This design comes from an exercise in tuning for small area and a short achievable clock period on the open sky130 flow, not from production work.
The RTL was checked by simulation tests, not by an equivalence proof against the original design.
Power is estimated from default activity; no workload was simulated.

==> v37 <==
==> flow/design.v (excerpt) <==
module cpu (
    input clk, rst,
    output hlt,
    output [15:0] pc,
    output [15:0] mem_addr,
    output mem_enable,
    output mem_wr,
    output [15:0] mem_data_in,
    input [15:0] mem_data_out,
    input mem_data_valid
);
clock: 14.2 ns
lec_check: 0
cap_margin: 20
core_margin: 2
core_utilization: 50
cts_cluster_diameter: 50
cts_cluster_size: 16
place_density: 0.75
slew_margin: 20
standard.sh (not shown) runs the stock make flow with config.mk's settings and CLKGATE_MAP_FILE= SYNTH_SCRIPT=/design/flow/synth_recipe.tcl, a recipe that flattens the netlist after the stock synthesis.
==> flow/flow/run.sh <==
#!/bin/bash
set -euo pipefail
bash standard.sh SETUP_SLACK_MARGIN=8 finish > standard_flow.log 2>&1
==> inputs of v9, as changes to v37 <==
--- a/flow/design.v
+++ b/flow/design.v
@@ -23,15 +23,14 @@
     end endgenerate
     assign c = {G[L], cin};
 endmodule
 module alu_16bit (
     input [15:0] a,
     input [15:0] b,
     input [3:0] op,
-    input [9:0] osel,
     output [15:0] alu
 );
 wire [3:0] ex_op = op;
 wire [16:0] ca, cs;
 ks_carry #(16) u_ca (.x(a), .y(b), .cin(1'b0), .c(ca));
 ks_carry #(16) u_cs (.x(a), .y(~b), .cin(1'b1), .c(cs));
 wire [15:0] add_raw = a ^ b ^ ca[15:0];
@@ -64,19 +63,29 @@
 wire [15:0] sll_res = a << sh;
 wire [31:0] sra_w = {{16{a[15]}}, a} >> sh;
 wire [15:0] sra_res = sra_w[15:0];
 wire [31:0] ror_w = {a, a} >> sh;
 wire [15:0] ror_res = ror_w[15:0];
 wire [15:0] llb_res = (a & 16'hff00) | b;
 wire [15:0] lhb_res = (a & 16'h00ff) | b;
-wire [15:0] alu_r = ({16{osel[0]}} & add_res) | ({16{osel[1]}} & sub_res) |
-                    ({16{osel[2]}} & xor_res) | ({16{osel[3]}} & red_res) |
-                    ({16{osel[4]}} & psa_res) | ({16{osel[5]}} & llb_res) |
-                    ({16{osel[6]}} & lhb_res) | ({16{osel[7]}} & sll_res) |
-                    ({16{osel[8]}} & sra_res) | ({16{osel[9]}} & ror_res);
+reg [15:0] alu_r;
+always @(*) begin
+    case (ex_op)
+        4'h0, 4'h8, 4'h9, 4'hE: alu_r = add_res;
+        4'h1: alu_r = sub_res;
+        4'h2: alu_r = xor_res;
+        4'h3: alu_r = red_res;
+        4'h7: alu_r = psa_res;
+        4'hA: alu_r = llb_res;
+        4'hB: alu_r = lhb_res;
+        4'h4: alu_r = sll_res;
+        4'h5: alu_r = sra_res;
+        default: alu_r = ror_res;
+    endcase
+end
 assign alu = alu_r;
 endmodule
 module flag_unit (
     input [15:0] a,
     input [15:0] b,
     input [3:0] op,
     output z,
@@ -255,34 +264,15 @@
 wire [15:0] a_fwd = ({16{sa_mem}} & mem_alu) | ({16{sa_wb}} & wb_data) |
                     ({16{sa_pc}} & ex_pc) | ({16{sa_rd1}} & ex_rd1);
 wire [15:0] a = l2u ? mem_dout : a_fwd;
 wire [15:0] b = ({16{sb_mem}} & mem_alu) | ({16{sb_wb}} & wb_data) | {14'b0, sb_two, 1'b0} |
                 ({16{sb_imm}} & ex_imm) | ({16{sb_rd2}} & ex_rd2);
 wire [15:0] alu;
 wire z_new, n_new, alu_err;
-reg [9:0] ex_osel;
-function [9:0] op_onehot(input [3:0] op);
-    case (op)
-        4'h0, 4'h8, 4'h9, 4'hE: op_onehot = 10'b0000000001;
-        4'h1: op_onehot = 10'b0000000010;
-        4'h2: op_onehot = 10'b0000000100;
-        4'h3: op_onehot = 10'b0000001000;
-        4'h7: op_onehot = 10'b0000010000;
-        4'hA: op_onehot = 10'b0000100000;
-        4'hB: op_onehot = 10'b0001000000;
-        4'h4: op_onehot = 10'b0010000000;
-        4'h5: op_onehot = 10'b0100000000;
-        default: op_onehot = 10'b1000000000;
-    endcase
-endfunction
-always @(posedge clk) begin
-    if (rst | flush) ex_osel <= 10'b0000000001;
-    else if (~dcache_stall) ex_osel <= op_onehot(id_op);
-end
-alu_16bit u_alu (.a(a), .b(b), .op(ex_op), .osel(ex_osel), .alu(alu));
+alu_16bit u_alu (.a(a), .b(b), .op(ex_op), .alu(alu));
 flag_unit u_fl (.a(a), .b(b), .op(ex_op), .z(z_new), .n(n_new), .v(alu_err));
 wire zen = ex_flag_en & (ex_instr != 16'h0);
 wire vnen = zen & ((ex_op == 4'h0) | (ex_op == 4'h1));
 assign Zf = zen ? z_new : fz;
 assign Vf = vnen ? alu_err : fv;
 assign Nf = vnen ? n_new : fn;
 always @(posedge clk) begin
- CTS_CLUSTER_DIAMETER: 50 -> 70
- CTS_CLUSTER_SIZE: 16 -> 26
==> inputs of v23, as changes to v37 <==
--- a/flow/design.v
+++ b/flow/design.v
@@ -23,15 +23,14 @@
     end endgenerate
     assign c = {G[L], cin};
 endmodule
 module alu_16bit (
     input [15:0] a,
     input [15:0] b,
     input [3:0] op,
-    input [9:0] osel,
     output [15:0] alu
 );
 wire [3:0] ex_op = op;
 wire [16:0] ca, cs;
 ks_carry #(16) u_ca (.x(a), .y(b), .cin(1'b0), .c(ca));
 ks_carry #(16) u_cs (.x(a), .y(~b), .cin(1'b1), .c(cs));
 wire [15:0] add_raw = a ^ b ^ ca[15:0];
@@ -64,19 +63,29 @@
 wire [15:0] sll_res = a << sh;
 wire [31:0] sra_w = {{16{a[15]}}, a} >> sh;
 wire [15:0] sra_res = sra_w[15:0];
 wire [31:0] ror_w = {a, a} >> sh;
 wire [15:0] ror_res = ror_w[15:0];
 wire [15:0] llb_res = (a & 16'hff00) | b;
 wire [15:0] lhb_res = (a & 16'h00ff) | b;
-wire [15:0] alu_r = ({16{osel[0]}} & add_res) | ({16{osel[1]}} & sub_res) |
-                    ({16{osel[2]}} & xor_res) | ({16{osel[3]}} & red_res) |
-                    ({16{osel[4]}} & psa_res) | ({16{osel[5]}} & llb_res) |
-                    ({16{osel[6]}} & lhb_res) | ({16{osel[7]}} & sll_res) |
-                    ({16{osel[8]}} & sra_res) | ({16{osel[9]}} & ror_res);
+reg [15:0] alu_r;
+always @(*) begin
+    case (ex_op)
+        4'h0, 4'h8, 4'h9, 4'hE: alu_r = add_res;
+        4'h1: alu_r = sub_res;
+        4'h2: alu_r = xor_res;
+        4'h3: alu_r = red_res;
+        4'h7: alu_r = psa_res;
+        4'hA: alu_r = llb_res;
+        4'hB: alu_r = lhb_res;
+        4'h4: alu_r = sll_res;
+        4'h5: alu_r = sra_res;
+        default: alu_r = ror_res;
+    endcase
+end
 assign alu = alu_r;
 endmodule
 module flag_unit (
     input [15:0] a,
     input [15:0] b,
     input [3:0] op,
     output z,
@@ -255,34 +264,15 @@
 wire [15:0] a_fwd = ({16{sa_mem}} & mem_alu) | ({16{sa_wb}} & wb_data) |
                     ({16{sa_pc}} & ex_pc) | ({16{sa_rd1}} & ex_rd1);
 wire [15:0] a = l2u ? mem_dout : a_fwd;
 wire [15:0] b = ({16{sb_mem}} & mem_alu) | ({16{sb_wb}} & wb_data) | {14'b0, sb_two, 1'b0} |
                 ({16{sb_imm}} & ex_imm) | ({16{sb_rd2}} & ex_rd2);
 wire [15:0] alu;
 wire z_new, n_new, alu_err;
-reg [9:0] ex_osel;
-function [9:0] op_onehot(input [3:0] op);
-    case (op)
-        4'h0, 4'h8, 4'h9, 4'hE: op_onehot = 10'b0000000001;
-        4'h1: op_onehot = 10'b0000000010;
-        4'h2: op_onehot = 10'b0000000100;
-        4'h3: op_onehot = 10'b0000001000;
-        4'h7: op_onehot = 10'b0000010000;
-        4'hA: op_onehot = 10'b0000100000;
-        4'hB: op_onehot = 10'b0001000000;
-        4'h4: op_onehot = 10'b0010000000;
-        4'h5: op_onehot = 10'b0100000000;
-        default: op_onehot = 10'b1000000000;
-    endcase
-endfunction
-always @(posedge clk) begin
-    if (rst | flush) ex_osel <= 10'b0000000001;
-    else if (~dcache_stall) ex_osel <= op_onehot(id_op);
-end
-alu_16bit u_alu (.a(a), .b(b), .op(ex_op), .osel(ex_osel), .alu(alu));
+alu_16bit u_alu (.a(a), .b(b), .op(ex_op), .alu(alu));
 flag_unit u_fl (.a(a), .b(b), .op(ex_op), .z(z_new), .n(n_new), .v(alu_err));
 wire zen = ex_flag_en & (ex_instr != 16'h0);
 wire vnen = zen & ((ex_op == 4'h0) | (ex_op == 4'h1));
 assign Zf = zen ? z_new : fz;
 assign Vf = vnen ? alu_err : fv;
 assign Nf = vnen ? n_new : fn;
 always @(posedge clk) begin
- CTS_CLUSTER_DIAMETER: 50 -> 60
- CTS_CLUSTER_SIZE: 16 -> 22
- SYNTH_HIERARCHICAL: default -> 1
- SYNTH_MINIMUM_KEEP_SIZE: default -> 0
==> comparison <==
The lowest non-clock buffer count belongs to v37, the highest to v23.
Count of clock-buffer cells in the layout, highest first: v37, v23, v9.
Die area: v37 < v9 < v23.
Against v37, the final cell count of v9 is larger by about 1.1%.
Hold slack: v23 is better than v37 (0.031 ns).
The lowest final area belongs to v9, the highest to v23.
==> figures <==
metric                                                                    v37                      v23                       v9
Result of the run                                     complete, no violations  complete, no violations  complete, no violations
Number of clock-tree buffers in the layout                                337                      199                      174
Clock tree sinks                                                        2,737                    2,726                    2,726
Critical-path cell with the highest stage delay                        or3b_4                  dfxtp_1                 a211oi_2
Initial antenna violation count                                            42                       20                       22
Post-place setup slack                                                5.20 ns                  4.84 ns                  4.81 ns
Met3 wire length                                                      92.7 mm                  77.5 mm                  92.7 mm
Buffers outside the clock class                                           671                      741                      705
Number of buffers and inverters on the critical path                        5                        4                        9
Fillers                                                                 21.8k                    21.8k                    22.2k
Clock Power Share                                                       48.8%                    39.5%                    39.4%
Cell-internal power                                                  0.0123 W                 0.0104 W                 0.0103 W
Met2 track demand over resource in global routing                       58.3%                    51.2%                    56.0%

* * *

==> amber: inputs <==
Another version of the RTL of cpu (not shown whole).
export LEC_CHECK = 0
export CAP_MARGIN = 20
export CORE_MARGIN = 2
export CORE_UTILIZATION = 50
export CTS_CLUSTER_DIAMETER = 50
export CTS_CLUSTER_SIZE = 16
export PLACE_DENSITY = 0.75
export SLEW_MARGIN = 20
create_clock -name core_clock -period 14.2 [get_ports {clk}]
==> flow/flow/run.sh <==
#!/bin/bash
set -euo pipefail
bash standard.sh SETUP_SLACK_MARGIN=9 finish > standard_flow.log 2>&1
==> inputs of sierra, as changes to amber <==
--- a/flow/design.v
+++ b/flow/design.v
@@ -19,49 +19,41 @@
                 assign G[l+1][i] = G[l][i];
                 assign P[l+1][i] = P[l][i];
             end
         end
     end endgenerate
     assign c = {G[L], cin};
 endmodule
-module red_unit (
-    input [15:0] a,
-    input [15:0] b,
-    output [15:0] res,
-    output c9
-);
-wire [8:0] rc1, rc2, rk;
-ks_carry #(8) u_r1 (.x(a[7:0]), .y(b[7:0]), .cin(1'b0), .c(rc1));
-ks_carry #(8) u_r2 (.x(a[15:8]), .y(b[15:8]), .cin(1'b0), .c(rc2));
-wire [7:0] s1 = a[7:0] ^ b[7:0] ^ rc1[7:0];
-wire [7:0] s2 = a[15:8] ^ b[15:8] ^ rc2[7:0];
-wire h1_8 = rc1[8] ^ a[8] ^ b[8];
-wire h2_8 = rc2[8] ^ a[15] ^ b[15];
-ks_carry #(8) u_rk (.x(s1), .y(s2), .cin(1'b0), .c(rk));
-assign c9 = (h1_8 & h2_8) | (rk[8] & (h1_8 | h2_8));
-assign res = {{7{c9}}, h1_8 ^ h2_8 ^ rk[8], s1 ^ s2 ^ rk[7:0]};
-endmodule
 module alu_16bit (
     input [15:0] a,
     input [15:0] b,
     input [3:0] op,
-    input [15:0] red_res,
     output [15:0] alu
 );
 wire [3:0] ex_op = op;
 wire [16:0] ca, cs;
 ks_carry #(16) u_ca (.x(a), .y(b), .cin(1'b0), .c(ca));
 ks_carry #(16) u_cs (.x(a), .y(~b), .cin(1'b1), .c(cs));
 wire [15:0] add_raw = a ^ b ^ ca[15:0];
 wire add_ov = ~(a[15] ^ b[15]) & (add_raw[15] ^ a[15]);
 wire [15:0] add_res = add_ov ? (a[15] ? 16'h8000 : 16'h7fff) : add_raw;
 wire [15:0] sub_raw = a ^ ~b ^ cs[15:0];
 wire sub_ovq = (a[15] ^ b[15]) & (sub_raw[15] == a[15]);    
 wire [15:0] sub_res = (a[15] ^ b[15]) ? (a[15] ? 16'h8000 : 16'h7fff) : sub_raw;
 wire [15:0] xor_res = a ^ b;
+wire [8:0] rc1, rc2, rk;
+ks_carry #(8) u_r1 (.x(a[7:0]), .y(b[7:0]), .cin(1'b0), .c(rc1));
+ks_carry #(8) u_r2 (.x(a[15:8]), .y(b[15:8]), .cin(1'b0), .c(rc2));
+wire [7:0] red_s1 = a[7:0] ^ b[7:0] ^ rc1[7:0];
+wire [7:0] red_s2 = a[15:8] ^ b[15:8] ^ rc2[7:0];
+wire h1_8 = rc1[8] ^ a[8] ^ b[8];
+wire h2_8 = rc2[8] ^ a[15] ^ b[15];
+ks_carry #(8) u_rk (.x(red_s1), .y(red_s2), .cin(1'b0), .c(rk));
+wire [9:0] red_f = {(h1_8 & h2_8) | (rk[8] & (h1_8 | h2_8)), h1_8 ^ h2_8 ^ rk[8], red_s1 ^ red_s2 ^ rk[7:0]};
+wire [15:0] red_res = {{7{red_f[9]}}, red_f[8:0]};
 wire [15:0] psa_res;
 genvar gn;
 generate for (gn = 0; gn < 4; gn = gn + 1) begin : PSA
     wire [3:0] an = a[4*gn+3:4*gn];
     wire [3:0] bn = b[4*gn+3:4*gn];
     wire [3:0] sn = an + bn;
     wire ovn = ~(an[3] ^ bn[3]) & (sn[3] ^ an[3]);
@@ -92,27 +84,35 @@
 end
 assign alu = alu_r;
 endmodule
 module flag_unit (
     input [15:0] a,
     input [15:0] b,
     input [3:0] op,
-    input red_c,
     output z,
     output n,
     output v
 );
 wire [16:0] ca, cs;
 ks_carry #(16) u_ca (.x(a), .y(b), .cin(1'b0), .c(ca));
 ks_carry #(16) u_cs (.x(a), .y(~b), .cin(1'b1), .c(cs));
 wire same = ~(a[15] ^ b[15]);
 wire add_ov = same & (ca[15] ^ a[15]);
 wire n_add = same ? a[15] : ~ca[15];
 wire sub_ovq = ~same & (cs[15] == a[15]);
 wire n_sub = same ? ~cs[15] : a[15];
+wire [8:0] rc1, rc2, rk;
+ks_carry #(8) u_r1 (.x(a[7:0]), .y(b[7:0]), .cin(1'b0), .c(rc1));
+ks_carry #(8) u_r2 (.x(a[15:8]), .y(b[15:8]), .cin(1'b0), .c(rc2));
+wire [7:0] red_s1 = a[7:0] ^ b[7:0] ^ rc1[7:0];
+wire [7:0] red_s2 = a[15:8] ^ b[15:8] ^ rc2[7:0];
+wire h1_8 = rc1[8] ^ a[8] ^ b[8];
+wire h2_8 = rc2[8] ^ a[15] ^ b[15];
+ks_carry #(8) u_rk (.x(red_s1), .y(red_s2), .cin(1'b0), .c(rk));
+wire red_c = (h1_8 & h2_8) | (rk[8] & (h1_8 | h2_8));
 wire [3:0] sh = b[3:0];
 wire [15:0] sll_res = a << sh;
 wire [31:0] sra_w = {{16{a[15]}}, a} >> sh;
 wire [15:0] axb = a ^ b;
 wire [15:0] aob = a | b;
 wire z_addraw = ~axb[0] & (&(axb[15:1] ~^ aob[14:0]));    
 wire z_add = z_addraw & ~(a[15] & b[15]);
@@ -264,27 +264,16 @@
 wire [15:0] a_fwd = ({16{sa_mem}} & mem_alu) | ({16{sa_wb}} & wb_data) |
                     ({16{sa_pc}} & ex_pc) | ({16{sa_rd1}} & ex_rd1);
 wire [15:0] a = l2u ? mem_dout : a_fwd;
 wire [15:0] b = ({16{sb_mem}} & mem_alu) | ({16{sb_wb}} & wb_data) | {14'b0, sb_two, 1'b0} |
                 ({16{sb_imm}} & ex_imm) | ({16{sb_rd2}} & ex_rd2);
 wire [15:0] alu;
 wire z_new, n_new, alu_err;
-wire [15:0] red_f, red_0, red_1, red_z;
-wire rc_f, rc_0, rc_1, rc_z;
-red_unit u_rf (.a(a_fwd), .b(b), .res(red_f), .c9(rc_f));
-red_unit u_r0 (.a(drd0), .b(b), .res(red_0), .c9(rc_0));
-red_unit u_r1 (.a(drd1), .b(b), .res(red_1), .c9(rc_1));
-red_unit u_rz (.a(16'h0), .b(b), .res(red_z), .c9(rc_z));
-wire l2u_w0 = l2u & ~dcur & dW0;
-wire l2u_w1 = l2u & ~dcur & ~dW0 & dW1;
-wire l2u_z = l2u & ~l2u_w0 & ~l2u_w1;
-wire [15:0] red_res = ({16{~l2u}} & red_f) | ({16{l2u_w0}} & red_0) | ({16{l2u_w1}} & red_1) | ({16{l2u_z}} & red_z);
-wire red_c = (~l2u & rc_f) | (l2u_w0 & rc_0) | (l2u_w1 & rc_1) | (l2u_z & rc_z);
-alu_16bit u_alu (.a(a), .b(b), .op(ex_op), .red_res(red_res), .alu(alu));
-flag_unit u_fl (.a(a), .b(b), .op(ex_op), .red_c(red_c), .z(z_new), .n(n_new), .v(alu_err));
+alu_16bit u_alu (.a(a), .b(b), .op(ex_op), .alu(alu));
+flag_unit u_fl (.a(a), .b(b), .op(ex_op), .z(z_new), .n(n_new), .v(alu_err));
 wire zen = ex_flag_en & (ex_instr != 16'h0);
 wire vnen = zen & ((ex_op == 4'h0) | (ex_op == 4'h1));
 assign Zf = zen ? z_new : fz;
 assign Vf = vnen ? alu_err : fv;
 assign Nf = vnen ? n_new : fn;
 always @(posedge clk) begin
     fz <= ~rst & Zf; fv <= ~rst & Vf; fn <= ~rst & Nf;
==> comparison <==
Between amber and sierra, the lower global-route usage is in sierra (gap 1.1 points). In register-to-register slack, sierra and amber hardly differ. Utilization: sierra is lower than amber (1.8 points). Of amber and sierra, sierra has the higher critical path depth (gap 5). Hold slack: sierra is lower than amber (0.015 ns). Of amber and sierra, amber has the higher synthesized cell count (gap about 3.4%, measured against sierra). Total power: amber is higher than sierra (3.3%).
==> figures <==
                                                                         amber                   sierra
Leakage                                                                54.1 nW                  49.3 nW
Compound-gate portion of the synthesized area                            17.3%                    19.4%
Result of the run                                      complete, no violations  complete, no violations
Reg2reg setup slack                                                    7.09 ns                  7.09 ns
Number of nets in the finished design                                    16659                    15737
Logic depth of the worst setup path including buffers                       28                       33
Routed wire length                                                      579 mm                   547 mm
Multi-input combinational area share                                     44.4%                    44.5%
Ratio of cells with drive above 1 in the final layout                    14.2%                    12.0%
Clock power frac                                                         49.4%                    47.8%
# Post-CTS Setup Buffers                                                   312                      206
Switching fraction of total power                                        24.4%                    23.4%
Post-synthesis sequential element count                                   2728                     2726
Worst clock skew                                                      0.127 ns                0.0789 ns
Footprint of the multi-input gates                                0.0682 sq mm             0.0643 sq mm

-- port drivers added, routing unchanged --
How much do the figures lean on ideal ports? The routed layouts below were timed once more, with nothing changed but the port constraints.
Step 1 sets driving cells, clkbuf_16 on the clock port and buf_2 on the other inputs (assumed; they add their load-dependent delay and slew).
Step 2, shift: input delay + t, output delay - t, t = (earliest + latest rising clock arrival at the registers) / 2. This alone moves slack from input paths to output paths.
a / b / c = ideal ports / drivers / drivers and shift; a / b = the first two.
run | shift t [ns] | slack for setup (ns) | hold slack, ns
v37 | 1.092 | 6.840 / 6.840 / 6.840 | 0.423 / 0.423 / 0.423
v9 | 0.970 | 7.028 / 7.028 / 7.028 | 0.457 / 0.457 / 0.457
v23 | 0.975 | 7.134 / 7.134 / 7.134 | 0.454 / 0.454 / 0.454
amber | 1.055 | 7.088 / 7.080 / 7.088 | 0.453 / 0.453 / 0.453
sierra | 1.084 | 7.093 / 7.085 / 7.093 | 0.439 / 0.439 / 0.439
After both steps setup and hold are still met in every run listed.
